This is an optimization exercise on Yosys and OpenROAD, whose aim is small area, not a production implementation. The RTL was checked by simulation tests, not by an equivalence proof against the original design. No activity file was given, so power comes from the tool's default toggle rates.

==> inputs of delta <==
## conv2D_int16
module conv2D_int16(
    input wire  M_AXIS_ACLK,
    input wire  M_AXIS_ARESETN,
    input wire  S_AXIS_ACLK,
    input wire  S_AXIS_ARESETN,
    output wire  M_AXIS_TVALID,
    output wire [15:0] M_AXIS_TDATA,
    output wire [1:0] M_AXIS_TKEEP,
    output wire  M_AXIS_TLAST,
    input wire  M_AXIS_TREADY,
    output wire  S_AXIS_TREADY,
    input wire [15:0] S_AXIS_TDATA,
    input wire [1:0] S_AXIS_TKEEP,
    input wire  S_AXIS_TLAST,
    input wire  S_AXIS_TVALID
    );
export LEC_CHECK = 0
export CAP_MARGIN = 20
export CORE_MARGIN = 2
export CORE_UTILIZATION = 45
export CTS_BUF_LIST = sky130_fd_sc_hd__clkbuf_8
export GPL_TIMING_DRIVEN = 1
export PLACE_DENSITY = 0.6
export SLEW_MARGIN = 20
export SYNTH_HIERARCHICAL = 1
export SYNTH_MINIMUM_KEEP_SIZE = 0
create_clock -name core_clock -period 16.0 [get_ports {S_AXIS_ACLK}]
standard.sh (not shown) runs the stock make flow with config.mk's settings and CLKGATE_MAP_FILE= SYNTH_SCRIPT=/design/flow/synth_recipe.tcl, a recipe that flattens the netlist after the stock synthesis.
==> flow/flow/run.sh <==
#!/bin/bash
set -euo pipefail
bash standard.sh "BUFFER_PORTS_ARGS=-buffer_cell sky130_fd_sc_hd__buf_1" finish > standard.log 2>&1
==> willow: changes against delta <==
==> flow/run.sh (new file) <==
#!/bin/bash
# synth_recipe.tcl (not shown) runs the flow's synth.tcl, then flattens the netlist and writes it again
# the make line also repeats each setting of config.mk as NAME=value (left out here)
make -C /OpenROAD-flow-scripts/flow DESIGN_CONFIG=/design/flow/config.mk WORK_HOME=/design/flow/orfs CLKGATE_MAP_FILE= SYNTH_SCRIPT=/design/flow/synth_recipe.tcl finish
--- a/flow/config.mk
+++ b/flow/config.mk
@@ -9,5 +9,6 @@
 export CORE_MARGIN = 2
 export CORE_UTILIZATION = 45
-export CTS_BUF_LIST = sky130_fd_sc_hd__clkbuf_8
+export CTS_BUF_LIST = sky130_fd_sc_hd__clkbuf_4
+export CTS_CLUSTER_SIZE = 30
 export GPL_TIMING_DRIVEN = 1
 export PLACE_DENSITY = 0.6
removed: flow/flow/run.sh
removed: flow/standard.sh
==> run notes <==
	delta	willow
Seq pwr share	42.3%	42.9%
Share of the final layout cell area in multi-input gates	55.4%	54.4%
Met2 wire length	19.9 mm	20.7 mm
Area taken by multi-input logic gates	0.00989 mm^2	0.00989 mm^2
Layout net count	1,536	1,567
Worst-skew pair later-pin latency	630 ps	770 ps
Outcome	no timing/DRC/antenna violations	no timing/DRC/antenna violations
Average wire per cell in the routed design	23.5 um	23.2 um
Proportion of total power due to net switching	29.1%	29.4%
Area grow syn2layout	7.26%	9.13%
Final HPWL DP	28.0 mm	28.3 mm
Worst-margin pin slew	1090 ps	1110 ps
Number of clock buffers in the layout	44	97

---

==> inputs of run H <==
conv2D_int16 again, from the RTL that the note above started with.
==> module conv2D_int16, before the edit <==
module conv2D_int16(
    input wire  M_AXIS_ACLK,
    input wire  M_AXIS_ARESETN,
    input wire  S_AXIS_ACLK,
    input wire  S_AXIS_ARESETN,
    output wire  M_AXIS_TVALID,
    output wire [15:0] M_AXIS_TDATA,
    output wire [1:0] M_AXIS_TKEEP,
    output wire  M_AXIS_TLAST,
    input wire  M_AXIS_TREADY,
    output wire  S_AXIS_TREADY,
    input wire [15:0] S_AXIS_TDATA,
    input wire [1:0] S_AXIS_TKEEP,
    input wire  S_AXIS_TLAST,
    input wire  S_AXIS_TVALID
    );
    localparam IDLE = 3'd0, FILTER = 3'd1, FILL = 3'd2, STREAM = 3'd3, DRAIN = 3'd4;
    reg [2:0] state;
    reg [1:0] row;       
    reg [1:0] col;       
    wire RX = M_AXIS_TREADY && S_AXIS_TVALID;
    wire s_idle   = state == IDLE;
    wire s_filter = state == FILTER;
    wire s_fill   = state == FILL;
    wire s_stream = state == STREAM;
    wire s_drain  = state == DRAIN;
    wire ph0 = row == 2'd0;
    wire ph1 = row == 2'd1;
    wire ph2 = row == 2'd2;
    wire take = (s_fill || s_stream) && RX;          
    wire pad  = s_drain && !ph2;                     
    wire adv  = take || pad;                         
    assign S_AXIS_TREADY = M_AXIS_TREADY;
    assign M_AXIS_TKEEP  = 2'b11;
    assign M_AXIS_TLAST  = s_drain;
    assign M_AXIS_TVALID = ph2 && (s_drain || (s_stream && S_AXIS_TVALID));
    reg [15:0] f [0:8];
    integer i;
    always @(posedge S_AXIS_ACLK) begin
        if ((s_idle || s_filter) && RX) begin
            f[0] <= S_AXIS_TDATA;
            for (i = 1; i < 9; i = i + 1) f[i] <= f[i-1];
        end
    end
    wire [15:0] cA = ({16{ph0}} & f[2]) | ({16{ph1}} & f[5]) | ({16{ph2}} & f[8]);  
    wire [15:0] cB = ({16{ph0}} & f[1]) | ({16{ph1}} & f[4]) | ({16{ph2}} & f[7]);  
    wire [15:0] cC = ({16{ph0}} & f[0]) | ({16{ph1}} & f[3]) | ({16{ph2}} & f[6]);  
    wire [15:0] x = S_AXIS_TDATA & {16{take}};
    wire [16:0] xe = {x, 1'b0};
    wire [7:0] one, two, neg;
    genvar k;
    generate for (k = 0; k < 8; k = k + 1) begin : enc
        assign one[k] = xe[2*k] ^ xe[2*k+1];
        assign two[k] = (xe[2*k+2] & ~xe[2*k+1] & ~xe[2*k]) | (~xe[2*k+2] & xe[2*k+1] & xe[2*k]);
        assign neg[k] = xe[2*k+2] & ~(xe[2*k+1] & xe[2*k]);
    end endgenerate
    reg [15:0] O, P0, P1, P2;
    wire [15:0] sA, sB, sC;
    mac16 mA (.one(one), .two(two), .neg(neg), .c(cA), .acc(P0), .y(sA));
    mac16 mB (.one(one), .two(two), .neg(neg), .c(cB), .acc(P1), .y(sB));
    mac16 mC (.one(one), .two(two), .neg(neg), .c(cC), .acc(P2), .y(sC));
    wire shift = adv && ph0;
    always @(posedge S_AXIS_ACLK) begin
        if (shift) O <= sA;
        P0 <= shift ? sB : sA;
        P1 <= shift ? sC : sB;
        P2 <= shift ? 16'd0 : sC;
    end
    assign M_AXIS_TDATA = O;
    always @(posedge S_AXIS_ACLK) begin
        if (!S_AXIS_ARESETN) begin
            state <= IDLE;
            row   <= 2'd0;
            col   <= 2'd0;
        end else begin
            if (adv) row <= ph2 ? 2'd0 : row + 2'd1;
            case (state)
                IDLE: begin
                    if (RX) state <= FILTER;
                    else begin
                        row <= 2'd0;
                        col <= 2'd0;
                    end
                end
                FILTER: if (RX && S_AXIS_TLAST) state <= FILL;
                FILL: if (RX) begin
                    if (ph2) col <= col + 2'd1;
                    if (ph0 && col == 2'd3) state <= STREAM;
                end
                STREAM: if (RX && S_AXIS_TLAST) state <= DRAIN;
                DRAIN: if (ph2 && M_AXIS_TREADY) state <= IDLE;
                default: state <= IDLE;
            endcase
        end
    end
endmodule
Settings: LEC_CHECK=0, CAP_MARGIN=20, CORE_MARGIN=2, CORE_UTILIZATION=45, CTS_BUF_LIST=sky130_fd_sc_hd__clkbuf_8, GPL_TIMING_DRIVEN=1, PLACE_DENSITY=0.6, SLEW_MARGIN=20, SYNTH_HIERARCHICAL=1, SYNTH_MINIMUM_KEEP_SIZE=0; clock period 16.0 ns.
run.sh (not shown) runs the stock make flow with config.mk's settings and CLKGATE_MAP_FILE= SYNTH_SCRIPT=/design/flow/synth_recipe.tcl, a recipe that flattens the netlist after the stock synthesis.
Stock flow here: none of the scripts above is used.
==> run K (differences from run H) <==
--- a/flow/design.v
+++ b/flow/design.v
@@ -53,7 +53,7 @@
     generate for (k = 0; k < 8; k = k + 1) begin : enc
         assign one[k] = xe[2*k] ^ xe[2*k+1];
         assign two[k] = (xe[2*k+2] & ~xe[2*k+1] & ~xe[2*k]) | (~xe[2*k+2] & xe[2*k+1] & xe[2*k]);
-        assign neg[k] = xe[2*k+2] & ~(xe[2*k+1] & xe[2*k]);
+        assign neg[k] = xe[2*k+2];
     end endgenerate
     reg [15:0] O, P0, P1, P2;
     wire [15:0] sA, sB, sC;
==> flow/flow/run.sh (new file) <==
#!/bin/bash
set -euo pipefail
bash standard.sh \
  "BUFFER_PORTS_ARGS=-buffer_cell sky130_fd_sc_hd__buf_1" \
  "CTS_ARGS=-sink_clustering_enable -repair_clock_nets -sink_clustering_size 10 -sink_clustering_max_diameter 50 -buf_list sky130_fd_sc_hd__clkbuf_4 -dont_use_dummy_load" \
  finish > standard.log 2>&1
==> flow/standard.sh (new file) <==
#!/bin/bash
# synth_recipe.tcl (not shown) runs the flow's synth.tcl, then flattens the netlist and writes it again
# the make line also repeats each setting of config.mk as NAME=value (left out here)
make -C /OpenROAD-flow-scripts/flow DESIGN_CONFIG=/design/flow/config.mk WORK_HOME=/design/flow/orfs CLKGATE_MAP_FILE= SYNTH_SCRIPT=/design/flow/synth_recipe.tcl "${@:-finish}"
--- a/flow/config.mk
+++ b/flow/config.mk
@@ -9,6 +9,8 @@
 export CORE_MARGIN = 2
 export CORE_UTILIZATION = 45
 export CTS_BUF_LIST = sky130_fd_sc_hd__clkbuf_8
+export CTS_CLUSTER_DIAMETER = 60
+export CTS_CLUSTER_SIZE = 14
 export GPL_TIMING_DRIVEN = 1
 export PLACE_DENSITY = 0.6
 export SLEW_MARGIN = 20
removed: flow/run.sh
==> summary of the runs <==
Of run H and run K, run H has the higher clock-buffer cell count (gap 6). In run H the clock power is larger than in run K, by 79%. Against run H, the first-iteration DRC count of run K is lower by about 18%. Wire length: run H is larger than run K (2.2%). Between run K and run H, the lower setup slack is in run H (gap 510 ps). Between run H and run K, the lower power is in run K (gap 19%, measured against run K). Run K passed the timing, design-rule and antenna checks. Run H completed with no timing, DRC or antenna violations. Non-clock buffer count: run K is lower than run H (8).
==> figures <==
metric                                              run K        run H
Status                   no timing/DRC/antenna violations  no timing/DRC/antenna violations
Global router's overall resource usage              22.5%        23.4%
Crit path max fanout                                   19           29
M1 WL                                             18.6 mm      18.3 mm
Source of the worst hold timing path              f[4][9]     f[1][13]
Final Wtd Congestion                                0.833        0.851
Post-synthesis adder-cell area fraction             23.2%        23.2%
Power in sequential cells                      0.000729 W   0.000735 W
Final area over synthesized area                   1.036x       1.085x
Worst Path Buf+Inv                                      1            2
Wire length of the first global-routing pass      65.6 mm      68.0 mm
Post-detailed-placement cell area               16900 um2    17300 um2
Power density cells                           82.1 nW/um2  92.8 nW/um2
Part of the power in combinational logic            27.3%        24.1%
Comb pwr                                       0.000386 W   0.000405 W
Share of power burned in the clock network          21.2%        32.1%

==> port drivers added, routing unchanged <==
In the flow no input, the clock included, has a driving cell. The finished layouts below were timed again as built, in two steps.
Step 1, drivers: a clkbuf_16 drives S_AXIS_ACLK and a buf_2 each remaining input, both assumed.
Step 2 also shifts input and output timing later by t, the mid clock arrival at the registers, as if the neighbouring blocks saw the same clock.
Slacks: ideal ports / drivers / drivers and shift; pairs: ideal ports / drivers.
run	shift t [ns]	slack for setup (ns)	hold slack, ns	worst register clock-pin slew, ns	worst data-port slew with drivers (ns)
delta	0.645	3.677 / 3.698 / 3.054	0.433 / 0.433 / 0.433	0.07 / 0.07	0.04
willow	0.785	3.692 / 3.712 / 2.927	0.428 / 0.428 / 0.428	0.07 / 0.07	0.04
run H	0.651	3.544 / 3.569 / 2.918	0.418 / 0.418 / 0.418	0.07 / 0.07	0.04
run K	0.735	4.055 / 4.081 / 3.346	0.412 / 0.412 / 0.412	0.11 / 0.11	0.06
After both steps every run listed still meets setup and hold. The setup slack of willow, which loses most, moves by +0.020 ns with the drivers and by -0.765 ns with both steps.
